This design comes from an exercise in tuning for a short achievable clock period and few clock cycles on the open sky130 flow, not from production work.
Function not checked in this run: the RTL went through the layout flow alone.
Power figures rest on the tool's default switching activity, not on a simulated workload.

==> flow/config.mk <==
export PLATFORM = sky130hd
export DESIGN_NAME = rv32i_core
export DESIGN_NICKNAME = rv32i_core
export VERILOG_FILES = /design/flow/design.v
export SDC_FILE = /design/flow/constraint.sdc
export NUM_CORES = 8
export LEC_CHECK = 0
export CAP_MARGIN = 20
export CORE_MARGIN = 2
export CORE_UTILIZATION = 25
export PLACE_DENSITY = 0.45
export SLEW_MARGIN = 20
==> flow/constraint.sdc <==
create_clock -name core_clock -period 25.0 [get_ports {clk}]
set_input_delay 5.0000 -clock core_clock [delete_from_list [all_inputs] [get_ports {clk}]]
set_output_delay 5.0000 -clock core_clock [all_outputs]
set_load 0.01 [all_outputs]
==> flow/design.v <==
`timescale 1ns/1ns
module parametric_mux#(parameter mem_width = 16, parameter mem_depth = 16)(
    input  logic [$clog2(mem_depth) - 1 : 0] addr,
    input  logic [mem_width*mem_depth-1 : 0] data_in,
    output logic [mem_width-1           : 0] data_out );
    logic [mem_width-1:0] inner_data [0:mem_depth-1] ;
    genvar i ;
    generate
        for(i = 0; i < mem_depth; i=i+1) begin
             assign inner_data[i] = data_in[(i+1)*mem_width-1 : i*mem_width];
        end
    endgenerate
    assign data_out = inner_data[addr];
endmodule
`timescale 1ns/1ns
module parametric_decoder#(parameter mem_depth = 8)(
    input  logic [$clog2(mem_depth)-1 : 0] addr,
    output logic [mem_depth-1:0] dec_out );
    genvar i;
	generate
	  for (i = 0; i < mem_depth; i = i + 1)  begin
		assign dec_out[i] = addr==i ? 1'b1 : 1'b0;
	  end
	endgenerate
endmodule
`timescale 1ns/1ns
module dff_block_negedge_write #(parameter mem_width = 16, parameter mem_depth = 16)(
    input  logic clk,
    input  logic reset,
    input  logic we,
    input  logic [mem_width-1 : 0] data_in,
    input  logic [mem_depth-1 : 0] wr_sel,
    output logic [mem_width*mem_depth-1 : 0] data_out);
    dff_sync_reset_negedge_write #(.mem_width(mem_width)) zero(
    .clk(clk), .reset(1'b0), .data_in(32'h0), .we(wr_sel[0] & we),
    .data_out(data_out[31:0]));
    dff_sync_reset_negedge_write #(.mem_width(mem_width)) ra(
    .clk(clk), .reset(reset), .data_in(data_in), .we(wr_sel[1] & we),
    .data_out(data_out[63:32]));
    dff_sync_reset_negedge_write #(.mem_width(mem_width)) sp(
    .clk(clk), .reset(reset), .data_in(data_in), .we(wr_sel[2] & we),
    .data_out(data_out[95:64]));
    dff_sync_reset_negedge_write #(.mem_width(mem_width)) gp(
    .clk(clk), .reset(reset), .data_in(data_in), .we(wr_sel[3] & we),
    .data_out(data_out[127:96]));
    dff_sync_reset_negedge_write #(.mem_width(mem_width)) tp(
    .clk(clk), .reset(reset), .data_in(data_in), .we(wr_sel[4] & we),
    .data_out(data_out[159:128]));
    dff_sync_reset_negedge_write #(.mem_width(mem_width)) t0(
    .clk(clk), .reset(reset), .data_in(data_in), .we(wr_sel[5] & we),
    .data_out(data_out[191:160]));
    dff_sync_reset_negedge_write #(.mem_width(mem_width)) t1(
    .clk(clk), .reset(reset), .data_in(data_in), .we(wr_sel[6] & we),
    .data_out(data_out[223:192]));
    dff_sync_reset_negedge_write #(.mem_width(mem_width)) t2(
    .clk(clk), .reset(reset), .data_in(data_in), .we(wr_sel[7] & we),
    .data_out(data_out[255:224]));
    dff_sync_reset_negedge_write #(.mem_width(mem_width)) s0(
    .clk(clk), .reset(reset), .data_in(data_in), .we(wr_sel[8] & we),
    .data_out(data_out[287:256]));
    dff_sync_reset_negedge_write #(.mem_width(mem_width)) s1(
    .clk(clk), .reset(reset), .data_in(data_in), .we(wr_sel[9] & we),
    .data_out(data_out[319:288]));
    dff_sync_reset_negedge_write #(.mem_width(mem_width)) a0(
    .clk(clk), .reset(reset), .data_in(data_in), .we(wr_sel[10] & we),
    .data_out(data_out[351:320]));
    dff_sync_reset_negedge_write #(.mem_width(mem_width)) a1(
    .clk(clk), .reset(reset), .data_in(data_in), .we(wr_sel[11] & we),
    .data_out(data_out[383:352]));
    dff_sync_reset_negedge_write #(.mem_width(mem_width)) a2(
    .clk(clk), .reset(reset), .data_in(data_in), .we(wr_sel[12] & we),
    .data_out(data_out[415:384]));
    dff_sync_reset_negedge_write #(.mem_width(mem_width)) a3(
    .clk(clk), .reset(reset), .data_in(data_in), .we(wr_sel[13] & we),
    .data_out(data_out[447:416]));
    dff_sync_reset_negedge_write #(.mem_width(mem_width)) a4(
    .clk(clk), .reset(reset), .data_in(data_in), .we(wr_sel[14] & we),
    .data_out(data_out[479:448]));
    dff_sync_reset_negedge_write #(.mem_width(mem_width)) a5(
    .clk(clk), .reset(reset), .data_in(data_in), .we(wr_sel[15] & we),
    .data_out(data_out[511:480]));
    dff_sync_reset_negedge_write #(.mem_width(mem_width)) a6(
    .clk(clk), .reset(reset), .data_in(data_in), .we(wr_sel[16] & we),
    .data_out(data_out[543:512]));
    dff_sync_reset_negedge_write #(.mem_width(mem_width)) a7(
    .clk(clk), .reset(reset), .data_in(data_in), .we(wr_sel[17] & we),
    .data_out(data_out[575:544]));
    dff_sync_reset_negedge_write #(.mem_width(mem_width)) s2(
    .clk(clk), .reset(reset), .data_in(data_in), .we(wr_sel[18] & we),
    .data_out(data_out[607:576]));
    dff_sync_reset_negedge_write #(.mem_width(mem_width)) s3(
    .clk(clk), .reset(reset), .data_in(data_in), .we(wr_sel[19] & we),
    .data_out(data_out[639:608]));
    dff_sync_reset_negedge_write #(.mem_width(mem_width)) s4(
    .clk(clk), .reset(reset), .data_in(data_in), .we(wr_sel[20] & we),
    .data_out(data_out[671:640]));
    dff_sync_reset_negedge_write #(.mem_width(mem_width)) s5(
    .clk(clk), .reset(reset), .data_in(data_in), .we(wr_sel[21] & we),
    .data_out(data_out[703:672]));
    dff_sync_reset_negedge_write #(.mem_width(mem_width)) s6(
    .clk(clk), .reset(reset), .data_in(data_in), .we(wr_sel[22] & we),
    .data_out(data_out[735:704]));
    dff_sync_reset_negedge_write #(.mem_width(mem_width)) s7(
    .clk(clk), .reset(reset), .data_in(data_in), .we(wr_sel[23] & we),
    .data_out(data_out[767:736]));
    dff_sync_reset_negedge_write #(.mem_width(mem_width)) s8(
    .clk(clk), .reset(reset), .data_in(data_in), .we(wr_sel[24] & we),
    .data_out(data_out[799:768]));
    dff_sync_reset_negedge_write #(.mem_width(mem_width)) s9(
    .clk(clk), .reset(reset), .data_in(data_in), .we(wr_sel[25] & we),
    .data_out(data_out[831:800]));
    dff_sync_reset_negedge_write #(.mem_width(mem_width)) s10(
    .clk(clk), .reset(reset), .data_in(data_in), .we(wr_sel[26] & we),
    .data_out(data_out[863:832]));
    dff_sync_reset_negedge_write #(.mem_width(mem_width)) s11(
    .clk(clk), .reset(reset), .data_in(data_in), .we(wr_sel[27] & we),
    .data_out(data_out[895:864]));
    dff_sync_reset_negedge_write #(.mem_width(mem_width)) t3(
    .clk(clk), .reset(reset), .data_in(data_in), .we(wr_sel[28] & we),
    .data_out(data_out[927:896]));
    dff_sync_reset_negedge_write #(.mem_width(mem_width)) t4(
    .clk(clk), .reset(reset), .data_in(data_in), .we(wr_sel[29] & we),
    .data_out(data_out[959:928]));
    dff_sync_reset_negedge_write #(.mem_width(mem_width)) t5(
    .clk(clk), .reset(reset), .data_in(data_in), .we(wr_sel[30] & we),
    .data_out(data_out[991:960]));
     dff_sync_reset_negedge_write #(.mem_width(mem_width)) t6(
    .clk(clk), .reset(reset), .data_in(data_in), .we(wr_sel[31] & we),
    .data_out(data_out[1023:992]));
endmodule
`timescale 1ns/1ns
module dff_sync_reset_negedge_write #(parameter mem_width = 8)(
    input  logic clk,
    input  logic reset,
    input  logic we,
    input  logic [mem_width-1 : 0] data_in,
    output logic [mem_width-1 : 0] data_out);
    localparam D = 1;  
    always @(negedge clk) begin
        if(!reset) begin
            data_out <= 0;
        end
        else if(we) begin
            data_out <= data_in;
        end
    end
endmodule
`timescale 1ns/1ns
module data_organizer #(parameter size = 32)(
    input [size-1 : 0 ] data_in,
    input [2:0] Type_sel,
    output [size-1 : 0] data_out);
    wire [size-1 : 0] mask1;
    wire [size-1 : 0] mask2;
    wire [1 : 0] size_sel;
    wire sign;
    assign size_sel = Type_sel[1:0];
    assign sign = ~Type_sel[2];
    defparam MUX_mask1.mem_depth = 4;
    defparam MUX_mask1.mem_width = size;
    defparam MUX_mask2.mem_depth = 4;
    defparam MUX_mask2.mem_width = size;
    parametric_mux MUX_mask1(
        .addr(size_sel),
        .data_in({{size{1'b1}},{size{1'b1}}, {(size/2){1'b0}},{(size/2){1'b1}}, {(size*3/4){1'b0}}, {(size/4){1'b1}}}),
        .data_out(mask1));
    parametric_mux MUX_mask2(
        .addr(size_sel),
        .data_in({{size{1'b0}},{size{1'b0}}, {(size/2){(sign&data_in[15])}},{(size/2){1'b0}}, {(size*3/4){(sign&data_in[7])}}, {(size/4){1'b0}}}),
        .data_out(mask2));
    assign data_out = (mask1 & data_in) | mask2;  
endmodule
`timescale 1ns/1ns
module CSA#(parameter size = 32)(
    input [size-1:0] A,
    input [size-1:0] B,
    input [size-1:0] C,
    output [size-1:0] S,
    output cout,
    output v);
    wire [size-1:0] S1;
    wire [size-1:0] C1;
    wire [size-1:0] RCA_out;
    assign S[0] = S1[0];
    assign S[size-1:1] = RCA_out[size-2:0];
    assign cout = RCA_out[size-1];
    assign v = (RCA_out[size-2]^A[size-1]) & ~(A[size-1]^B[size-1]);
    genvar i;
    generate
        for(i = 0; i < size; i = i+1)
        begin
            FA first_stage(
                .x(A[i]),
                .y(B[i]),
                .ci(C[i]),
                .cout(C1[i]),
                .s(S1[i]));
        end
    endgenerate
    defparam final_stage.size = size;
    RCA final_stage(
        .x({1'b0,S1[size-1:1]}),
        .y(C1),
        .ci(1'b0),
        .cout(),
        .s(RCA_out));
endmodule
`timescale 1ns/1ns
module RCA#(parameter size = 32)(x,y,ci,cout,s);
    input  [size-1:0] x;
    input  [size-1:0] y;
    input        ci;
    output       cout;
    output [size-1:0] s;
    wire [size:0] c;
    assign c[0] = ci;
    assign cout = c[size];
    genvar i;
    generate
        for(i=0;i < size;i=i+1) begin
            FA full_adder(
                .x(x[i]),
                .y(y[i]),
                .ci(c[i]),
                .cout(c[i+1]),
                .s(s[i]));
        end
    endgenerate
endmodule
`timescale 1ns/1ns
module FA(
    input x,
    input y,
    input ci,
    output cout,
    output s);
    wire c0, c1, s0;
    HA half_adder_1(
        .x(x),
        .y(y),
        .cout(c0),
        .s(s0));
    HA half_adder_2(
        .x(ci),
        .y(s0),
        .cout(c1),
        .s(s));
    assign cout = c0 | c1;
endmodule
`timescale 1ns/1ns
module HA(
    input x,
    input y,
    output cout,
    output s);
    assign cout = x & y;
    assign s = x ^ y;
endmodule
`timescale 1ns/1ns
module program_counter_ctrl #(parameter size = 32)(
	input  logic clk,
	input  logic reset,
	input  logic buble,
	input  logic instruction_valid, 
	input  logic jump,
	input  logic jalr,
	input  logic [size-1 : 0] imm_i,
	input  logic [size-1 : 0] correct_pc,
	input  logic 			     misprediction,
	output logic [size-1 : 0] inst_addr,
	output logic [size-1 : 0] current_pc,
	output logic [size-1 : 0] pc_save);
	localparam D = 1;  
   logic [size-1 : 0] pc_current_val;
   logic [size-1 : 0] pc_new_val;
	logic [size-1 : 0] pc_plus_four;
   logic [size-1 : 0] pc_plus_imm;
	logic [size-1 : 0] rs1_plus_imm_prediction;
	logic [size-1 : 0] pc_plus;
	always @(posedge clk or negedge reset) begin
		if (!reset) begin
			pc_current_val <= 32'h80000000;  
		end else if (~buble) begin
			pc_current_val <= pc_new_val;
		end
	end
	assign pc_plus_four = pc_current_val + 32'd4;  
	assign pc_plus_imm  = pc_current_val + {imm_i[31:2], 2'b00};  
	assign rs1_plus_imm_prediction = pc_current_val + {imm_i[31:2], 2'b00};
	parametric_mux #(.mem_width(size), .mem_depth(4)) immeadiate_mux(
		.addr({jalr, jump}),
		.data_in({rs1_plus_imm_prediction, rs1_plus_imm_prediction, pc_plus_imm, pc_plus_four}),
		.data_out(pc_plus));
	parametric_mux #(.mem_width(size), .mem_depth(2)) out_mux(
		.addr(jump| jalr),
		.data_in({pc_plus_four, pc_plus_imm}),
		.data_out(pc_save));
	parametric_mux #(.mem_width(size), .mem_depth(2)) correction_mux(   
		.addr(misprediction),
		.data_in({correct_pc, pc_plus}),
		.data_out(pc_new_val));
	assign inst_addr = reset ? (buble? pc_current_val : pc_new_val) : 32'h80000000;
	assign current_pc = pc_current_val;
endmodule
`timescale 1ns/1ns
module branch_predictor #(
    parameter ENTRIES = 32,                          
    parameter INDEX_WIDTH = $clog2(ENTRIES),        
    parameter ADDR_WIDTH = 32
)(
    input  logic clk,
    input  logic reset,
    input  logic [ADDR_WIDTH-1:0] current_pc,
    input  logic is_branch_i,                        
    output logic branch_taken_o,                     
    input  logic [ADDR_WIDTH-1:0] update_prediction_pc,
    input  logic update_prediction_valid_i,
    input  logic misprediction                  
);
    localparam [1:0] STRONG_NOT_TAKEN = 2'b00;
    localparam [1:0] WEAK_NOT_TAKEN   = 2'b01;
    localparam [1:0] WEAK_TAKEN       = 2'b10;
    localparam [1:0] STRONG_TAKEN     = 2'b11;
    logic [1:0] predictor_table [ENTRIES-1:0];
    logic [INDEX_WIDTH-1:0] predict_index;
    logic [INDEX_WIDTH-1:0] update_index;
    assign predict_index = current_pc[INDEX_WIDTH+1:2];   
    assign update_index = update_prediction_pc[INDEX_WIDTH+1:2];
    always_comb begin
        if (is_branch_i) begin
            branch_taken_o = predictor_table[predict_index][1];   
        end else begin
             branch_taken_o = 0;
        end
    end
    genvar g;
    generate
        for (g = 0; g < ENTRIES; g++) begin : entry
            always_ff @(posedge clk or negedge reset) begin
                if (!reset) begin
                    predictor_table[g] <= WEAK_NOT_TAKEN;   
                end else if (update_prediction_valid_i && update_index == g) begin
                    case (predictor_table[g])
                        STRONG_NOT_TAKEN: begin
                            if (misprediction)
                                predictor_table[g] <= WEAK_NOT_TAKEN;
                        end
                        WEAK_NOT_TAKEN: begin
                            if (misprediction)
                                predictor_table[g] <= WEAK_TAKEN;
                            else
                                predictor_table[g] <= STRONG_NOT_TAKEN;
                        end
                        WEAK_TAKEN: begin
                            if (misprediction)
                                predictor_table[g] <= WEAK_NOT_TAKEN;
                            else
                                predictor_table[g] <= STRONG_TAKEN;
                        end
                        STRONG_TAKEN: begin
                            if (misprediction)
                                predictor_table[g] <= WEAK_TAKEN;
                        end
                    endcase
                end
            end
        end
    endgenerate
endmodule
`timescale 1ns/1ns
module jump_controller #(parameter size = 32)(
	input  logic clk,
	input  logic reset,
	input  logic [size-1 : 0] current_pc,
   input  logic [size-1 : 0] instruction,
   input  logic [size-1 : 0] update_prediction_pc,
	input  logic update_prediction_valid_i,
	input  logic misprediction, 
   output logic jump,  
	output logic jalr);
	logic j_type;
	logic b_type;
	logic branch_taken;
	assign j_type = instruction[6:0] === 7'b1101111;  
	assign b_type = instruction[6:0] === 7'b1100011;  
   assign jump = j_type | (b_type & branch_taken);
	assign jalr = instruction[6:0] === 7'b1100111;  
	branch_predictor #(.ADDR_WIDTH(32),.ENTRIES(32)) branch_predictor(
		.clk(clk),
		.reset(reset),
		.current_pc(current_pc),
		.is_branch_i(b_type),
		.branch_taken_o(branch_taken),
		.update_prediction_pc(update_prediction_pc),
		.update_prediction_valid_i(update_prediction_valid_i),
		.misprediction(misprediction)
	);
endmodule
`timescale 1ns/1ns
module early_stage_immediate_decoder #(parameter size = 32)(
    input  logic [size-1 : 0] instruction,
    output logic [size-1 : 0] imm_o);
    logic [size-1: 0] i_imm;
    logic [size-1: 0] s_imm;
    logic [size-1: 0] b_imm;
    logic [size-1: 0] u_imm;
    logic [size-1: 0] j_imm;
    logic [2:0] imm_sel;
    logic s;
    logic b;
    logic u;
    logic j;
    assign s = ~instruction[6] & instruction[5] & ~instruction[4] & ~instruction[3] & ~instruction[2];
    assign b =  instruction[6] & instruction[5] & ~instruction[4] & ~instruction[3] & ~instruction[2];
    assign j =  instruction[6] & instruction[5] & ~instruction[4] &  instruction[3] &  instruction[2];
    assign u = ~instruction[6] & instruction[4] & ~instruction[3] &  instruction[2];
    assign imm_sel[2] = j;
    assign imm_sel[1] = u | b;
    assign imm_sel[0] = u | s;
    assign i_imm = {{20{instruction[31]}},instruction[31:20]};
    assign s_imm = {{20{instruction[31]}},instruction[31:25],instruction[11:7]};
    assign b_imm = {{20{instruction[31]}},instruction[7],instruction[30:25],instruction[11:8], 1'b0};
    assign u_imm = {instruction[31:12], {12{1'b0}}};
    assign j_imm = {{12{instruction[31]}},instruction[19:12],instruction[20],instruction[30:21],1'b0};
    parametric_mux #(.mem_width(size), .mem_depth(8)) MUX(
        .data_in({96'd0,j_imm,u_imm,b_imm,s_imm,i_imm}),
        .addr(imm_sel),
        .data_out(imm_o));
endmodule
`timescale 1ns/1ns
module fetch_stage#(parameter size = 32)(
    input  logic clk,
    input  logic reset,
    output logic [size-1 : 0] inst_addr,
    input  logic [size-1 : 0] instruction_i,
    input  logic instruction_valid,
    input  logic flush,
    input  logic buble,
    output logic [size-1 : 0] pc_value_at_prediction,  
    output logic branch_prediction_o,
    input  logic update_prediction_valid_i,
    input  logic [size-1 : 0] update_prediction_pc,
    input  logic misprediction,
	input  logic [size-1 : 0] correct_pc,
    output logic [size-1 : 0] instruction_o,
    output logic [size-1 : 0] imm_o,
    output logic [size-1 : 0] pc_plus_o
    );
    localparam D = 1;  
    logic [size-1 : 0] current_pc;
    logic jump;
    logic [size-1 : 0] imm;
	logic jalr;
    logic [size-1 : 0] pc_plus_internal;
    early_stage_immediate_decoder  early_stage_imm_dec(
        .instruction(instruction_i),
        .imm_o(imm));
    jump_controller #(.size(size)) jump_controller(
        .clk,
        .reset,
        .current_pc,
        .instruction(instruction_i),
        .update_prediction_pc,
        .update_prediction_valid_i,
        .misprediction,
        .jump(jump),
		.jalr(jalr));
    program_counter_ctrl PC(
        .clk(clk),
        .reset(reset),
        .buble(buble),
        .instruction_valid(instruction_valid),
        .jump(jump),
		.jalr(jalr),
		.correct_pc(correct_pc),
		.misprediction(misprediction),
        .imm_i(imm),
        .inst_addr(inst_addr),
        .current_pc(current_pc),
        .pc_save(pc_plus_internal));
    always @(posedge clk or negedge reset)
    begin
        if (!reset) begin
            instruction_o <= 0;
            imm_o <= 0;
            pc_plus_o <= 0;
            pc_value_at_prediction <= 0;
            branch_prediction_o <= 0;
        end else begin                     
            if(flush) begin
                instruction_o <= 32'h00000013;
                imm_o <= 0;
                pc_plus_o <= 0;
                pc_value_at_prediction <= 0;
                branch_prediction_o <= 0;
            end else if (~buble) begin
                instruction_o <= instruction_i;
                imm_o <= imm;
                pc_plus_o <= pc_plus_internal;
                pc_value_at_prediction <= current_pc;
                branch_prediction_o <= jump;
            end
        end
    end
endmodule
`timescale 1ns/1ns
module decode_stage #(parameter size = 32)(
    input logic clk,
    input logic reset,
    input logic buble,
    input logic [size-1 : 0] i_instruction,
    input logic [size-1 : 0] immediate_i,
    input logic [size-1 : 0] pc_plus_i,
    input logic [size-1 : 0] pc_value_at_prediction_i, 
    input logic branch_perediction_i,
    input logic flush,
    input logic [5:0] control_signal_wb,
    input logic [size-1:0] data_in_wb,  
    output logic branch_prediction_o,
    output logic [size-1 : 0] data_a_o,
    output logic [size-1 : 0] data_b_o,
    output logic [size-1 : 0] store_data_o,
    output logic [size-1 : 0] pc_plus_o,
    output logic [25 : 0] control_signal_o,
    output logic [size-1 : 0] pc_value_at_prediction_o, 
    output logic [2:0] branch_sel_o,
    output logic [4:0] rs1_addr,
    output logic [4:0] rs2_addr
    );
    localparam D = 1;  
    logic [size-1 : 0] reg_b_value;
    logic branch_prediction_internal;
    logic [size-1 : 0] data_a_internal;
    logic [size-1 : 0] data_b_internal;
    logic [size-1 : 0] store_data_internal;
    logic [size-1 : 0] pc_plus_internal;
    logic [25 : 0] control_signal_internal;
    logic [2:0] branch_sel_internal;
    rv32i_decoder #(.size(size)) decoder(
        .instruction(i_instruction),
        .branch_sel(branch_sel_internal),       
        .control_word(control_signal_internal)  
    );
    assign rs1_addr = control_signal_internal[15:11];
    assign rs2_addr = control_signal_internal[20:16];
    register_file #(.mem_width(size),.mem_depth(size)) RegFile(
        .clk(clk),
        .reset(reset),
        .we(control_signal_wb[0]),
        .rd_in(data_in_wb),
        .a_select(control_signal_internal[15:11]),
        .b_select(control_signal_internal[20:16]),
        .write_addr(control_signal_wb[5:1]),
        .a_out(data_a_internal),
        .b_out(reg_b_value));
    parametric_mux #(.mem_width(size), .mem_depth(2)) Mux_B(
        .addr(control_signal_internal[3]),
        .data_in({immediate_i, reg_b_value}),
        .data_out(data_b_internal));
    assign branch_prediction_internal = branch_perediction_i;
    assign store_data_internal = reg_b_value;
    assign pc_plus_internal = pc_plus_i;
    always @(posedge clk or negedge reset) begin
        if (!reset) begin
            branch_prediction_o <= 1'b0;
            data_a_o <= {size{1'b0}};
            data_b_o <= {size{1'b0}};
            store_data_o <= {size{1'b0}};
            pc_plus_o <= {size{1'b0}};
            control_signal_o <= {26{1'b0}};
            pc_value_at_prediction_o <= {size{1'b0}};
            branch_sel_o <= 3'b000;
        end else begin
            if(flush | buble) begin  
                branch_prediction_o <= 1'b0;
                data_a_o <= {size{1'b0}};
                data_b_o <= {size{1'b0}};
                store_data_o <= {size{1'b0}};
                pc_plus_o <= {size{1'b0}};
                control_signal_o <= {26{1'b0}};
                pc_value_at_prediction_o <= {size{1'b0}};
                branch_sel_o <= 3'b000;
            end else begin
                branch_prediction_o <= branch_prediction_internal;
                data_a_o <= data_a_internal;
                data_b_o <= data_b_internal;
                store_data_o <= store_data_internal;
                pc_plus_o <= pc_plus_internal;
                control_signal_o <= control_signal_internal;
                pc_value_at_prediction_o <= pc_value_at_prediction_i;
                branch_sel_o <= branch_sel_internal;
            end
        end
    end
endmodule
`timescale 1ns/1ns
module rv32i_decoder #(parameter size = 32)(
    input  logic [size-1 : 0] instruction,
	output logic [25:0] control_word,         
    output logic [2:0] branch_sel            
    );
    logic r_type;
    logic i_type;
    logic s_type;
    logic b_type;
    logic u_type;
    logic j_type;
    logic [2:0] func3;
    logic load;                           
    logic jalr;                           
    logic save_pc;                        
    logic use_immediate;                  
    logic we;                             
    logic [3:0] function_select;          
    logic [2:0] mem_width_sel;            
    logic [$clog2(size)-1 : 0] a_select;  
    logic [$clog2(size)-1 : 0] b_select;  
    logic [$clog2(size)-1 : 0] d_addr;    
    assign func3 = instruction[14:12];
    assign use_immediate = i_type | s_type | u_type | j_type;
    assign we            = r_type | i_type | u_type | j_type;   
    assign d_addr        =  we ? instruction[11:7] : 5'h0;        
    assign a_select      = (u_type | j_type) ? 5'h0 : instruction[19:15];    
    assign b_select      = instruction[24:20];                             
    assign mem_width_sel = (s_type | load) ? func3 : 3'h0;       
    always_comb
    begin
        case(instruction[6:0])
            7'b0110011:                           
            begin
                r_type = 1'b1;
                i_type = 1'b0;
                s_type = 1'b0;
                b_type = 1'b0;
                u_type = 1'b0;
                j_type = 1'b0;
                load    = 1'b0;
                jalr    = 1'b0;
                save_pc = 1'b0;
            end
            7'b0010011:              
            begin
                r_type = 1'b0;
                i_type = 1'b1;
                s_type = 1'b0;
                b_type = 1'b0;
                u_type = 1'b0;
                j_type = 1'b0;
                load = 1'b0;
                jalr = 1'b0;
                save_pc = 1'b0;
            end
            7'b0000011:               
            begin
                r_type = 1'b0;
                i_type = 1'b1;
                s_type = 1'b0;
                b_type = 1'b0;
                u_type = 1'b0;
                j_type = 1'b0;
                load = 1'b1;
                jalr = 1'b0;
                save_pc = 1'b0;
            end
            7'b1100111:              
            begin
                r_type = 1'b0;
                i_type = 1'b1;
                s_type = 1'b0;
                b_type = 1'b0;
                u_type = 1'b0;
                j_type = 1'b0;
                load = 1'b0;
                jalr = 1'b1;
                save_pc = 1'b1;
            end
            7'b0100011:  
            begin
                r_type = 1'b0;
                i_type = 1'b0;
                s_type = 1'b1;
                b_type = 1'b0;
                u_type = 1'b0;
                j_type = 1'b0;
                load = 1'b0;
                jalr = 1'b0;
                save_pc = 1'b0;
            end
            7'b1100011:  
            begin
                r_type = 1'b0;
                i_type = 1'b0;
                s_type = 1'b0;
                b_type = 1'b1;
                u_type = 1'b0;
                j_type = 1'b0;
                load = 1'b0;
                jalr = 1'b0;
                save_pc = 1'b0;
            end
            7'b0110111:          
            begin
                r_type = 1'b0;
                i_type = 1'b0;
                s_type = 1'b0;
                b_type = 1'b0;
                u_type = 1'b1;
                j_type = 1'b0;
                load = 1'b0;
                jalr = 1'b0;
                save_pc = 1'b0;
            end
            7'b0010111:         
            begin
                r_type = 1'b0;
                i_type = 1'b0;
                s_type = 1'b0;
                b_type = 1'b0;
                u_type = 1'b1;
                j_type = 1'b0;
                load = 1'b0;
                jalr = 1'b0;
                save_pc = 1'b1;
            end
            7'b1101111:  
            begin
                r_type = 1'b0;
                i_type = 1'b0;
                s_type = 1'b0;
                b_type = 1'b0;
                u_type = 1'b0;
                j_type = 1'b1;
                load = 1'b0;
                jalr = 1'b0;
                save_pc = 1'b1;
            end
            default:
            begin  
                r_type = 1'b0;
                i_type = 1'b0;
                s_type = 1'b0;
                b_type = 1'b0;
                u_type = 1'b0;
                j_type = 1'b0;
                load = 1'b0;
                jalr = 1'b0;
                save_pc = 1'b0;
            end
        endcase
    end
    always_comb
    begin
        if(jalr)
            branch_sel = 3'b111;
        else if(j_type)
            branch_sel = 3'b110;
        else if(b_type)
            case(func3)
                3'b000: branch_sel = 3'b010;  
                3'b001: branch_sel = 3'b011;  
                3'b100: branch_sel = 3'b100;  
                3'b101: branch_sel = 3'b101;  
                3'b110: branch_sel = 3'b100;  
                3'b111: branch_sel = 3'b101;  
                default: branch_sel = 3'b000;  
            endcase
        else
            branch_sel = 3'b000;  
    end
    always_comb
    begin
        if(r_type | i_type)
        begin
            if(load | jalr)
                function_select = 4'd0;
            else
            begin
                case(func3)
                    3'b000: function_select =  r_type ? {3'd0, instruction[30]} : 4'b0000;  
                    3'b100: function_select = 4'b0100;  
                    3'b110: function_select = 4'b0101;  
                    3'b111: function_select = 4'b0110;  
                    3'b001: function_select = 4'b1000;  
                    3'b101: function_select =  instruction[30] ? 4'b1001 : 4'b1010;  
                    3'b010: function_select = 4'b0010;  
                    3'b011: function_select = 4'b0011;  
                endcase
            end
        end
        else if(s_type)
            function_select = 4'd0;           
        else if(b_type)
        begin
            if(func3[2:1] == 2'b11)
                function_select = 4'b0011;
            else
                function_select = 4'b0001;
        end
        else if(u_type)
            function_select = 4'b0000;
        else if(j_type)
            function_select = 4'b0000;  
        else
            function_select = 4'b0000;  
    end
    assign control_word = {
        d_addr,           
        b_select,         
        a_select,         
        function_select,  
        we,               
        save_pc,          
        load,             
        use_immediate,    
        mem_width_sel     
    } ;
endmodule
`timescale 1ns/1ns
module register_file #(parameter mem_width = 32, parameter mem_depth = 32)(
    input  logic clk,
    input  logic reset,
    input  logic we,
    input  logic [$clog2(mem_depth)-1 : 0] a_select,
	input  logic [$clog2(mem_depth)-1 : 0] b_select,
	input  logic [$clog2(mem_depth)-1 : 0] write_addr,
    input  logic [mem_width-1 : 0] rd_in,
    output logic [mem_width-1 : 0] a_out,
	output logic [mem_width-1 : 0] b_out);
    logic [mem_depth-1:0] wr_sel;
    logic [mem_width*mem_depth-1:0] reg_out;
    parametric_decoder #(.mem_depth(mem_depth)) decoder_in(
        .addr(write_addr),
        .dec_out(wr_sel));
    dff_block_negedge_write #(.mem_depth(mem_depth), .mem_width(mem_width)) registers(
        .clk      (clk),
        .reset    (reset),
        .data_in  (rd_in),
        .we       (we),
        .wr_sel   (wr_sel),
        .data_out (reg_out));
    parametric_mux #(.mem_depth(mem_depth), .mem_width(mem_width)) a_mux_out(
        .addr     (a_select),
        .data_in  (reg_out),
        .data_out (a_out));
    parametric_mux #(.mem_depth(mem_depth), .mem_width(mem_width)) b_mux_out(
        .addr     (b_select),
        .data_in  (reg_out),
        .data_out (b_out));
endmodule
`timescale 1ns/1ns
module execute_stage #(parameter size = 32)(
    input clk,
    input reset,
    input  logic branch_prediction_i,
    input  logic [size-1 : 0] data_a_i,
    input  logic [size-1 : 0] data_b_i,
    input  logic [size-1 : 0] store_data_i,
    input  logic [size-1 : 0] pc_plus_i,
    input  logic [25 : 0]     control_signal_i,
    input  logic [size-1 : 0] data_from_mem,
    input  logic [size-1 : 0] data_from_wb,
    input  logic [1 : 0] data_a_forward_sel,
    input  logic [1 : 0] data_b_forward_sel,
    input  logic [1 : 0] data_store_forward_sel,  
    input  logic [2 : 0] branch_sel,
    output logic [size-1 : 0] store_data_o,
    output logic [size-1 : 0] calculated_result_o,
    output logic [11 : 0] control_signal_o,
    output logic [4:0] rs1_addr,     
    output logic [4:0] rs2_addr,
    input logic [size-1 : 0] pc_value_at_prediction_i,
    output logic misprediction_o,
    output logic update_prediction_valid_i,
    output logic [size-1 : 0] correct_pc,
    output logic [size-1 : 0] update_prediction_pc
    );
    localparam D = 1;  
    logic [size-1:0] data_a;
    logic [size-1:0] data_b;
    logic N,Z;
    logic Real_MPC;
	logic isJALR;
    logic [size-1 : 0] function_unit_o;
    logic [size-1 : 0] calculated_result_internal;
    logic [size-1 : 0] store_data_internal;
    logic [11 : 0] control_signal_internal;
    parametric_mux #(.mem_width(size), .mem_depth(4)) data_a_mux(
        .addr(data_a_forward_sel),
        .data_in({data_from_mem, data_from_wb, data_from_mem, data_a_i}),
        .data_out(data_a));
    parametric_mux  #(.mem_width(size), .mem_depth(4)) dat_b_mux(
        .addr(data_b_forward_sel),
        .data_in({data_from_mem, data_from_wb, data_from_mem, data_b_i}),
        .data_out(data_b));
    parametric_mux #(.mem_width(size), .mem_depth(4)) data_store_mux(
        .addr(data_store_forward_sel),
        .data_in({data_from_mem, data_from_wb, data_from_mem, store_data_i}),
        .data_out(store_data_internal));
    function_unit_alu_shifter #(.size(size)) func_unit(
        .data_a(data_a),
        .data_b(data_b),
        .func_sel(control_signal_i[10:7]),
        .data_result(function_unit_o),
        .carry_out(),
        .overflow(),
        .negative(N),
        .zero(Z));
    Branch_Controller branch_controller(
        .Branch_sel(branch_sel),
        .Z(Z),
        .N(N),
        .MPC(Real_MPC),
        .JALR(isJALR));
	parametric_mux #(.mem_width(size), .mem_depth(2)) pc_correction_mux(
		.addr(isJALR),
		.data_in({{function_unit_o[31:2], 2'b00}, {pc_plus_i[31:2], 2'b00}}),  
		.data_out(correct_pc));
    parametric_mux #(.mem_width(size), .mem_depth(2)) pc_mux(
        .addr(control_signal_i[5]),                              
        .data_in({{pc_plus_i[31:2], 2'b00}, function_unit_o}),
        .data_out(calculated_result_internal));
    assign control_signal_internal = {control_signal_i[25:21],control_signal_i[6:0]};
    assign rs1_addr = control_signal_i[15:11];  
    assign rs2_addr = control_signal_i[20:16];
    assign misprediction_o =  (Real_MPC ^  branch_prediction_i);
    assign update_prediction_valid_i = (branch_sel > 3'b001) & (branch_sel < 3'b110) ;
    assign update_prediction_pc = update_prediction_valid_i ? pc_value_at_prediction_i : {size{1'b0}};
    always @(posedge clk or negedge reset) begin
        if (!reset) begin
            calculated_result_o <= {size{1'b0}};
            store_data_o <= {size{1'b0}};
            control_signal_o <= 12'b0;        
        end else begin
            calculated_result_o <= calculated_result_internal;
            store_data_o <= store_data_internal;
            control_signal_o <= control_signal_internal;
        end
    end
endmodule
`timescale 1ns/1ns
module function_unit_alu_shifter #(parameter size = 32)(
    input  logic [size-1:0] data_a,
    input  logic [size-1:0] data_b,
    input  logic [3:0] func_sel,
    output logic [size-1:0] data_result,
    output logic carry_out,
    output logic overflow,
    output logic negative,
    output logic zero,
    output logic busy);
    logic [size-1:0] alu_out;
    logic [size-1:0] shifter_out;
    logic alu_c, alu_v, alu_n, alu_z;
    assign carry_out = alu_c & ~func_sel[3];
    assign overflow  = alu_v & ~func_sel[3];
    assign negative  = alu_n & ~func_sel[3];
    assign zero      = alu_z & ~func_sel[3];
    assign busy      = 1'b0;  
    alu #(.size(size)) alu(
        .data_a(data_a),
        .data_b(data_b),
        .func_sel(func_sel[2:0]),
        .data_result(alu_out),
        .carry_out(alu_c),
        .overflow(alu_v),
        .zero(alu_z),
        .negative(alu_n));
    shifter #(.size(size)) shifter(
        .Sel(func_sel[1:0]),
        .shamt(data_b[$clog2(size)-1 :0]),
        .Data_in(data_a),
        .Data_out(shifter_out));
    parametric_mux #(.mem_width(size), .mem_depth(2)) out_mux(
        .addr(func_sel[3]),
        .data_in({shifter_out,alu_out}),
        .data_out(data_result));
endmodule
`timescale 1ns/1ns
module alu #(parameter size = 32)(
    input logic [size-1:0] data_a,
    input logic [size-1:0] data_b,
    input logic [2:0] func_sel,    
    output logic [size-1:0] data_result,
    output logic carry_out,
    output logic overflow,
    output logic zero,
    output logic negative);
    logic [size-1:0] arithmetic_out;
    logic [size-1:0] logical_out;
    arithmetic_unit #(.size(size)) arithmetic(
        .data_a(data_a),
        .data_b(data_b),
        .func_sel(func_sel[1:0]),          
        .data_result(arithmetic_out),
        .carry_out(carry_out),                
        .overflow(overflow),
        .zero(zero),
        .negative(negative));
    logical_unit #(.size(size)) logical(
        .data_a(data_a),
        .data_b(data_b),
        .func_sel(func_sel[1:0]),
        .data_result(logical_out));
    parametric_mux # (.mem_width(size), .mem_depth(2)) out_mux(
        .addr(func_sel[2]),
        .data_in({logical_out, arithmetic_out}),
        .data_out(data_result));
endmodule
`timescale 1ns/1ns
module arithmetic_unit #(parameter size = 32)(
    input logic [size-1:0] data_a,
    input logic [size-1:0] data_b,
    input logic [1:0] func_sel,  
    output logic [size-1:0] data_result,
    output logic carry_out,
    output logic overflow,
    output logic negative,
    output logic zero);
    logic [size-1:0] data_b_prep;
    logic [size-1:0] add_sub_out;
    logic sub;
    logic usign;
    logic out_select;
    assign sub = (func_sel[0] | func_sel[1]);
    assign usign = func_sel[1] & func_sel[0];
    assign out_select = func_sel[1];
    assign data_b_prep = data_b ^ {size{sub}};   
    assign zero = add_sub_out == 'h0;
    CSA #(.size(size)) ADD_SUB(
        .A(data_a),
        .B(data_b_prep),
        .C({{(size-1){1'b0}},sub}),
        .S(add_sub_out),
        .cout(carry_out),
        .v(overflow));
    parametric_mux #(.mem_width(1), .mem_depth(2)) n_mux(    
        .addr((data_a[size-1] ^ data_b[size-1]) & usign),
        .data_in({data_b[size-1], add_sub_out[size-1]} ^ overflow),
        .data_out(negative));
    parametric_mux #(.mem_width(size), .mem_depth(2)) out_mux(
        .addr(out_select),
        .data_in({{size-1{1'b0}}, negative, add_sub_out}),
        .data_out(data_result));
endmodule
`timescale 1ns/1ns
module logical_unit #(parameter size = 32)(
    input  logic [size-1:0] data_a,
    input  logic [size-1:0] data_b,
    input  logic [1:0] func_sel,    
    output logic [size-1:0] data_result);
    logic [size-1:0] xor_result;
    logic [size-1:0] or_result;
    logic [size-1:0] and_result;
    assign xor_result = data_a ^ data_b;
    assign or_result  = data_a | data_b;
    assign and_result = data_a & data_b;
    parametric_mux #(.mem_width(size), .mem_depth(4)) out_mux(
        .addr(func_sel),
        .data_in({{size{1'b0}}, and_result, or_result, xor_result}),
        .data_out(data_result));
endmodule
`timescale 1ns/1ns
module shifter#(parameter size = 32)(
    input [1:0] Sel,
    input [$clog2(size)-1 : 0] shamt,
    input [size-1:0] Data_in,
    output [size-1:0] Data_out);
    wire [size-1:0] shifter_in;
    wire [size-1:0] shifter_out;
    wire arithmetic_shifter_in;
	wire left;
    genvar i;
    genvar j;
    assign arithmetic_shifter_in = Data_in[size-1]  & Sel[0];
	assign left = ~(Sel[1] | Sel[0]);
    for(j = 0; j <size; j= j+1)
    begin
        assign shifter_in[j] = (left & Data_in[size-1-j]) | (~left & Data_in[j]);
        assign Data_out[j] = (left & shifter_out[size-1-j]) | (~left & shifter_out[j]);
    end
    generate
        for(i = 0; i < size; i = i+1) begin
            parametric_mux #(.mem_width(1), .mem_depth(size)) mux(
                .addr(shamt),
                .data_in({{i{arithmetic_shifter_in}},{shifter_in[(size-1):i]}}),
                .data_out(shifter_out[i]));
        end
    endgenerate
endmodule
`timescale 1ns/1ns
module Branch_Controller(
    input [2:0] Branch_sel,
	input Z,
	input N,
    output MPC,
	output JALR);
	assign JALR = Branch_sel[2] & Branch_sel[1] & Branch_sel[0];
    defparam MUX.mem_width = 1;
    defparam MUX.mem_depth = 8;
    parametric_mux MUX(
        .data_in({1'b1, 1'b1, ~N, N, ~Z, Z,1'b0, 1'b0}),
        .addr(Branch_sel),
        .data_out(MPC));
endmodule
`timescale 1ns/1ns
module mem_stage #(parameter size = 32)(
    input logic clk,
    input logic reset,
    input  logic [size-1 : 0] execute_result_i,
    input  logic [size-1 : 0] store_data_i,
    input  logic [11 : 0] control_signal_i,
    output logic [size-1 : 0] store_data_o,
    output logic [2:0] data_mem_width_sel,  
    output logic data_mem_rw,
    output logic [size-1 : 0] execute_result_o,
    output logic [10 : 0] control_signal_o,
    output logic [4:0] mem_stage_destination,
    output logic       mem_stage_we
    );
    localparam D = 1;  
    logic [size-1 : 0] execute_result_internal;
    logic [10 : 0] control_signal_internal;
    assign data_mem_width_sel = control_signal_i[2:0];
    assign data_mem_rw        = control_signal_i[3] & ~control_signal_i[6];  
    assign mem_stage_destination = control_signal_i[11:7];
    assign mem_stage_we          = control_signal_i[6];
    assign execute_result_internal = execute_result_i;
    assign control_signal_internal = {control_signal_i[11:4], control_signal_i[2:0]}; 
    always @(posedge clk or negedge reset) begin
        if (!reset) begin
            execute_result_o <= {size{1'b0}};
            control_signal_o <= 8'b0;
        end else begin
            execute_result_o <= execute_result_internal;
            control_signal_o <= control_signal_internal;
        end
    end
    data_organizer store_data_organizer (
        .data_in(store_data_i),
        .Type_sel(data_mem_width_sel),
        .data_out(store_data_o)
    ); 
endmodule
`timescale 1ns/1ns
module write_back_stage #(parameter size = 32)(
    input  logic clk,
    input  logic reset,
    input  logic [size-1 : 0] ex_stage_result_i,
    input  logic [size-1 : 0] load_data_i,
    input  logic [10 : 0] control_signal_i,
    output logic [4:0] wb_stage_destination,
    output logic wb_stage_we,
    output logic [size-1 : 0] wb_result_o,
    output logic [5 : 0] control_signal_o
    );
    localparam D = 1;
    logic [size-1 : 0] load_data_internal;
    data_organizer load_data_organizer (
        .data_in(load_data_i),
        .Type_sel(control_signal_i[2:0]),
        .data_out(load_data_internal)
    ); 
    parametric_mux #(.mem_width(size), .mem_depth(2)) Final_mux(
        .addr(control_signal_i[3]),
        .data_in({load_data_internal, ex_stage_result_i}),
        .data_out(wb_result_o));
    assign control_signal_o = control_signal_i[10:5];
    assign wb_stage_destination = control_signal_i[10:6];
    assign wb_stage_we = control_signal_i[5];
endmodule
`timescale 1ns/1ns
module Data_Forward(
    input [4:0] RA,
    input [4:0] RB,
	input MB,
    input [4:0] RD_MEM,
    input [4:0] RD_WB,
    input WE_MEM,
    input WE_WB,
    output [1:0] A_sel,
    output [1:0] B_sel,
    output [1:0] store_data_sel
    );
    wire RA_RD_MEM;          
    wire RA_RD_WB;
    wire RB_RD_MEM;
    wire RB_RD_WB;
    wire [4:0] RA_RD_MEM_exor; 
    wire [4:0] RA_RD_WB_exor;
    wire [4:0] RB_RD_MEM_exor;
    wire [4:0] RB_RD_WB_exor;
    assign RA_RD_MEM_exor = RA ^ RD_MEM;
    assign RA_RD_WB_exor = RA ^ RD_WB;
    assign RB_RD_MEM_exor = RB ^ RD_MEM;
    assign RB_RD_WB_exor = RB ^ RD_WB;
    assign RA_RD_MEM = RA == 5'D0 ?  1'b1 : |RA_RD_MEM_exor;  
    assign RA_RD_WB  = RA == 5'D0 ?  1'b1 : |RA_RD_WB_exor; 
    assign RB_RD_MEM = RB == 5'D0 ?  1'b1 : |RB_RD_MEM_exor; 
    assign RB_RD_WB  = RB == 5'D0 ?  1'b1 : |RB_RD_WB_exor;
    assign A_sel[0] = WE_MEM & ~RA_RD_MEM;
    assign A_sel[1] = WE_WB & ~RA_RD_WB;
    assign B_sel[0] = WE_MEM & ~RB_RD_MEM & ~MB;
    assign B_sel[1] = WE_WB  & ~RB_RD_WB  & ~MB;
    assign store_data_sel[0] = WE_MEM & ~RB_RD_MEM & MB;
    assign store_data_sel[1] = WE_WB  & ~RB_RD_WB  & MB;
endmodule
`timescale 1ns/1ns
module hazard_detection_unit (
    input  logic clk,
    input  logic reset,
    input  logic [4:0] RD_EX,
    input  logic isLoad_EX,
    input  logic [4:0] RA_ID,
    input  logic [4:0] RB_ID,
    output logic buble );
    localparam D = 1;  
    logic [4:0] RD_RA;
    logic [4:0] RD_RB;
    logic isRA;
    logic isRB;
    assign RD_RA = RD_EX ^ RA_ID;
    assign RD_RB = RD_EX ^ RB_ID;
    assign isRA = ~(RD_RA[4] | RD_RA[3] | RD_RA[2] | RD_RA[1] | RD_RA[0]);
    assign isRB = ~(RD_RB[4] | RD_RB[3] | RD_RB[2] | RD_RB[1] | RD_RB[0]);
    assign buble = isLoad_EX & (isRA | isRB);
endmodule
`timescale 1ns/1ns
module rv32i_core #(parameter size = 32)(
    input  logic clk,
    input  logic reset,
    output logic [size-1 : 0] ins_address,
    input  logic [size-1 : 0] instruction_i,
    input  logic              instruction_valid,
    output logic              data_mem_rw,
    output logic [size-1 : 0] data_mem_addr_o,
    output logic [size-1 : 0] data_mem_data_wr_data,
    input  logic [size-1 : 0] data_mem_data_rd_data,
    output logic [2:0]        data_mem_control
    );
    logic [size-1:0] instruction_ID_i;
    logic [size-1:0] IMM_ID_i;
    logic [size-1:0] PCPlus_ID_i;
    logic Predicted_MPC_ID_i;
    logic Predicted_MPC_EX_i;
    logic [size-1 : 0] A_EX_i;
    logic [size-1 : 0] B_EX_i;
    logic [size-1 : 0] RAM_DATA_EX_i;
    logic [size-1 : 0] PCplus_EX_i;
    logic [25 : 0] Control_Signal_EX_i;
    logic [2:0] Branch_sel_EX_i;
    logic [size-1 : 0] FU_MEM_i;
    logic [size-1 : 0] RAM_DATA_MEM_i;
    logic [11 : 0] Control_Signal_MEM_i;
    logic [size-1 : 0] FU_WB_i;
    logic [10 : 0] Control_Signal_WB_i;
    logic [size-1 : 0] Final_Result_WB_o;
    logic [5 : 0] Control_Signal_WB_o;
    logic [4:0] rs1_id;
    logic [4:0] rs2_id;
    logic misprediction;
    logic buble;
    logic [4:0] RA_DF, RB_DF, RD_MEM, RD_WB;
    logic WE_MEM, WE_WB;
    logic [1:0] A_sel_DF;
    logic [1:0] B_sel_DF;
    logic [1:0] store_sel_df;  
	logic [size-1 : 0] correct_pc;
    logic [size-1 : 0] pc_value_at_prediction_id;
    logic [size-1 : 0] pc_value_at_prediction_ex;
    logic [size-1 : 0] update_prediction_pc;
    logic update_prediction_valid;
    fetch_stage IF(   
        .clk(clk),
        .reset(reset),
        .buble(buble),
        .instruction_i(instruction_i),
        .instruction_valid(instruction_valid),
        .pc_value_at_prediction(pc_value_at_prediction_id),
        .update_prediction_pc(update_prediction_pc),
        .update_prediction_valid_i(update_prediction_valid),
        .misprediction(misprediction),
        .correct_pc(correct_pc),
        .flush(misprediction),
        .inst_addr(ins_address),
        .instruction_o(instruction_ID_i),
        .imm_o(IMM_ID_i),
        .pc_plus_o(PCPlus_ID_i),
        .branch_prediction_o(Predicted_MPC_ID_i)
    );
    decode_stage ID(
        .clk(clk),
        .reset(reset),
        .buble(buble),
        .i_instruction(instruction_ID_i),
        .immediate_i(IMM_ID_i),
        .pc_plus_i(PCPlus_ID_i),
        .pc_value_at_prediction_i(pc_value_at_prediction_id),
        .branch_perediction_i(Predicted_MPC_ID_i),
        .flush(misprediction),
        .control_signal_wb(Control_Signal_WB_o),
        .data_in_wb(Final_Result_WB_o),
        .branch_prediction_o(Predicted_MPC_EX_i),
        .data_a_o(A_EX_i),
        .data_b_o(B_EX_i),
        .store_data_o(RAM_DATA_EX_i),
        .pc_plus_o(PCplus_EX_i),
        .control_signal_o(Control_Signal_EX_i),
        .pc_value_at_prediction_o(pc_value_at_prediction_ex),
        .branch_sel_o(Branch_sel_EX_i),
        .rs1_addr(rs1_id),
        .rs2_addr(rs2_id)
        );    
    execute_stage EX(
        .clk(clk),
        .reset(reset),
        .branch_prediction_i(Predicted_MPC_EX_i),
        .data_a_i(A_EX_i),
        .data_b_i(B_EX_i),
        .store_data_i(RAM_DATA_EX_i),
        .pc_plus_i(PCplus_EX_i),
        .control_signal_i(Control_Signal_EX_i),
        .branch_sel(Branch_sel_EX_i),
        .data_from_mem(FU_MEM_i),
        .data_from_wb(Final_Result_WB_o),
        .data_a_forward_sel(A_sel_DF),
        .data_b_forward_sel(B_sel_DF),
        .data_store_forward_sel(store_sel_df),
        .calculated_result_o(FU_MEM_i),
        .store_data_o(RAM_DATA_MEM_i),
        .control_signal_o(Control_Signal_MEM_i),
        .rs1_addr(RA_DF),
        .rs2_addr(RB_DF),
        .pc_value_at_prediction_i(pc_value_at_prediction_ex),
        .update_prediction_pc(update_prediction_pc),
        .update_prediction_valid_i(update_prediction_valid),
        .misprediction_o(misprediction),
        .correct_pc(correct_pc)
    );
    mem_stage MEM(
        .clk(clk),
        .reset(reset),
        .execute_result_i(FU_MEM_i),
        .store_data_i(RAM_DATA_MEM_i),
        .control_signal_i(Control_Signal_MEM_i),
        .store_data_o(data_mem_data_wr_data),
        .data_mem_width_sel(data_mem_control),
        .data_mem_rw(data_mem_rw),
        .execute_result_o(FU_WB_i),
        .control_signal_o(Control_Signal_WB_i),
        .mem_stage_destination(RD_MEM),
        .mem_stage_we(WE_MEM)
        );
    write_back_stage WB(
        .clk(clk),
        .reset(reset),
        .ex_stage_result_i(FU_WB_i),
        .load_data_i(data_mem_data_rd_data),
        .control_signal_i(Control_Signal_WB_i),
        .wb_stage_destination(RD_WB),
        .wb_stage_we(WE_WB),
        .wb_result_o(Final_Result_WB_o),
        .control_signal_o(Control_Signal_WB_o)
    );
    Data_Forward DF(
        .RA(RA_DF),
        .RB(RB_DF),
		.MB(Control_Signal_EX_i[3]),
        .RD_MEM(RD_MEM),
        .RD_WB(RD_WB),
        .WE_MEM(WE_MEM),
        .WE_WB(WE_WB),
        .A_sel(A_sel_DF),
        .B_sel(B_sel_DF),
        .store_data_sel(store_sel_df));
    hazard_detection_unit HD(
        .clk(clk),
        .reset(reset),
        .RD_EX(Control_Signal_EX_i[25:21]),
        .isLoad_EX(Control_Signal_EX_i[4]),
        .RA_ID(rs1_id),
        .RB_ID(rs2_id),
        .buble(buble));
    assign data_mem_addr_o = FU_MEM_i;
endmodule
==> flow/run.sh <==
#!/bin/bash
# synth_recipe.tcl (not shown) runs the flow's synth.tcl, then flattens the netlist and writes it again
# the make line also repeats each setting of config.mk as NAME=value (left out here)
make -C /OpenROAD-flow-scripts/flow DESIGN_CONFIG=/design/flow/config.mk WORK_HOME=/design/flow/orfs CLKGATE_MAP_FILE= SYNTH_SCRIPT=/design/flow/synth_recipe.tcl finish
==> results.py <==
metrics = {
    "die": {
        "core.rowCount": 206,
        "coreArea_um2": 315000,
        "start_util_pct": 25.12,
        "die_h_um": 566.6,
        "die_x_um": 566.6,
        "die-area_um2": 321000,
        "pin_count": 167,
    },
    "clock_tree": {
        "htreeDepth": 4,
        "root_buffer": "clkbuf_16",
        "cts.sink_count": 1460,
        "clk_path_buf_depth": 4,
        "clkLatencyLatePin_ns": 0.93,
        "cts_tree": "yes",
        "clk_pin_slew_ns": 0.06,
        "cts_buffers": 179,
    },
    "final_layout": {
        "final_cell_mix": "nand2_1, inv_1, nor2_1",
        "fillers": 33690,
        "fin_nets": 10830,
        "seq_area_um2": 31620,
        "final_cells": 14910,
        "fin_util_pct": 30.66,
        "final_common_cell": "nand2_1",
        "drive_gt1_share_pct": 10.58,
        "multi_input_area_um2": 44580,
        "design_area_um2": 96580,
        "area_growth_pct": 22.05,
    },
    "timing": {
        "worst_pin_slew_ns": 1.324,
        "skew_ns": 0.1133,
        "relSlewSlack_pct": 11.77,
        "holdWs_ns": 0.3469,
        "finalSetupViolations": 0,
        "post-route-period-util_pct": 98.49,
        "fin_crit_ns": 24.62,
        "hold_viol": 0,
        "maxSlewViolCount": 0,
        "layout_setup_ws_ns": 0.3772,
        "setup_tns_ns": 0,
        "fmaxAchievable_ghz": 0.04061,
    },
    "worst_setup_path": {
        "worstSetupEndpointType": "primary output",
        "crit_fanout": 4,
        "crit_path_start_kind": "input pin",
        "critical_path.slowest_cell": "a2111oi_1",
        "path_delay_family": "adder cells",
        "slowest_delay_ns": 0.52,
        "path_buf_inv": 4,
        "critPathKind": "input pin to primary output",
        "crit_top_cell": "fa_2",
        "critPathArrivalTime_ns": 19.62,
        "critPathRequiredTime_ns": 20.00,
    },
    "power": {
        "ir_drop_mv": 0.04815,
        "power_mw": 7.258,
        "powerDensity_nw_per_um2": 75.15,
        "p_leak_nw": 38.32,
    },
    "global_route": {
        "first_global_vias": 86320,
        "grt_usage_pct": 30.47,
        "grt_max_degree": 227,
        "grt_first_pass_wirelength_mm": 696.0,
        "antenna_found_initial": 36,
        "overflow": 0,
    },
    "synth": {
        "ys_ff_latch": 1460,
        "synthFlopType": "dfxtp_1",
        "synthesis.area_um2": 79130,
        "syn_nets": 10060,
        "async_flop_share_pct": 32.05,
        "synth.distinct_cells": 126,
        "yosysSeqAreaShare_pct": 39.95,
        "syn_avg_cell_area_um2": 8.049,
        "syn_inst": 9831,
        "synth-edff-count": 0,
        "ys_warn_count": 23,
    },
    "place": {
        "port_buffers": 165,
        "gp_congestion": 0.9806,
        "post_dp_cell_area_um2": 86290,
        "dpl.hpwl_mm": 305.5,
        "dp_cells": 13570,
        "post-place-ws_ns": -1.624,
    },
    "route": {
        "vias_per_cell": 6.166,
        "ant_nets": 0,
        "firstDrtPassIters": 13,
        "wl_per_cell_um": 34.53,
        "routed_wl_mm": 514.7,
        "vias": 91920,
        "drtIter0Drc": 16500,
        "drcViolationCount": 0,
    },
    "status": {
        "outcome": "complete, no violations",
    },
    "run": {
        "maxCapViolCount": 0,
    },
    "min_path": {
        "hold_path.class": "flip-flop to flip-flop",
    },
}
-- cell type report --
class                   count  share of cell area, %
repair buffers            575                  4.955
clock inverters          1090                  4.996
well taps                4160                  5.390
multi-input cells        7251                  46.16
flip-flops and latches   1460                  32.74
inverters                 138                 0.5532
clock buffers             218                  5.172
diodes                     15                0.03887
-- synthesized netlist by cell type (92+ instances only) --
cell type / instances / area, um^2
nand2_1: 1526 / 5728
nor2_1: 1201 / 4508
a21oi_1: 1075 / 5380
dfxtp_1: 992 / 19860
clkbuf_1: 766 / 2875
dfrtp_1: 435 / 10890
a22oi_1: 357 / 2680
a221oi_1: 329 / 2882
a22o_1: 311 / 2724
a211oi_1: 299 / 2245
nand3_1: 247 / 1236
o21ai_0: 200 / 1001
nor3_1: 134 / 670.6
ha_1: 132 / 1652
inv_1: 128 / 480.5
nand4_1: 125 / 782.0
buf_2: 104 / 520.5
xnor2_1: 92 / 805.8
-- final timing paths --
kind	startpoint	to	slack, ns	cells after the start
min in group asynchronous	reset	IF.pc_plus_o[31]$_DFFE_PN0P_	4.07	1
worst max-delay path	data_mem_data_rd_data[1]	ins_address[4]	0.38	49
worst max register to register	ID.control_signal_o[18]$_DFF_PN0_	ID.data_b_o[18]$_DFF_PN0_	7.12	53
max in group asynchronous	reset	ID.control_signal_o[3]$_DFF_PN0_	18.00	4
worst min register to register	ID.control_signal_o[0]$_DFF_PN0_	EX.control_signal_o[0]$_DFF_PN0_	0.35	0
worst min-delay path	ID.control_signal_o[0]$_DFF_PN0_	EX.control_signal_o[0]$_DFF_PN0_	0.35	0
-- power by group --
group | switching [mW] | internal (mW) | total (mW) | leakage, nW
registers | 0.178 | 2.48 | 2.66 | 14.0
clock network | 1.60 | 1.86 | 3.46 | 8.28
logic | 0.756 | 0.383 | 1.14 | 16.1
-- kinds of logic after synthesis --
logic type / share of synthesized area [%]
xor+xnor: 1.290
simple gates: 19.59
buf+inv: 5.936
flops: 39.95
mux: 1.720
compound gates: 28.66
fa+ha+maj: 2.859
-- layer usage --
layer  track usage [%]  wire length (um)  up-vias
met5           0.08925               247        -
met2             42.94            205600     7773
met3             10.64             69630     2184
li1                  -                 -    37300
met1             38.18            194400    44630
met4             22.29             44870       30
-- repair_timing --
| action | CTS | global route |
|---|---|---|
| buffers inserted | 9 | 2 |
| endpoints found under the setup margin | 32 | 32 |
| pin swaps | 17 | 8 |
| hold buffers | 0 | 0 |
| gates resized for setup | 96 | 18 |
-- worst reg2reg max path, delay by kind of cell, from the launching register on --
kind,cells,cell delay (ns)
AO/OA/AOI/OAI,6,2.19
XOR/XNOR,1,0.14
multiplexers,1,0.29
flip-flops,1,0.43
adder cells (fa/ha/maj),31,10.70
AND/OR/NAND/NOR,8,2.00
buffers and inverters,6,2.07
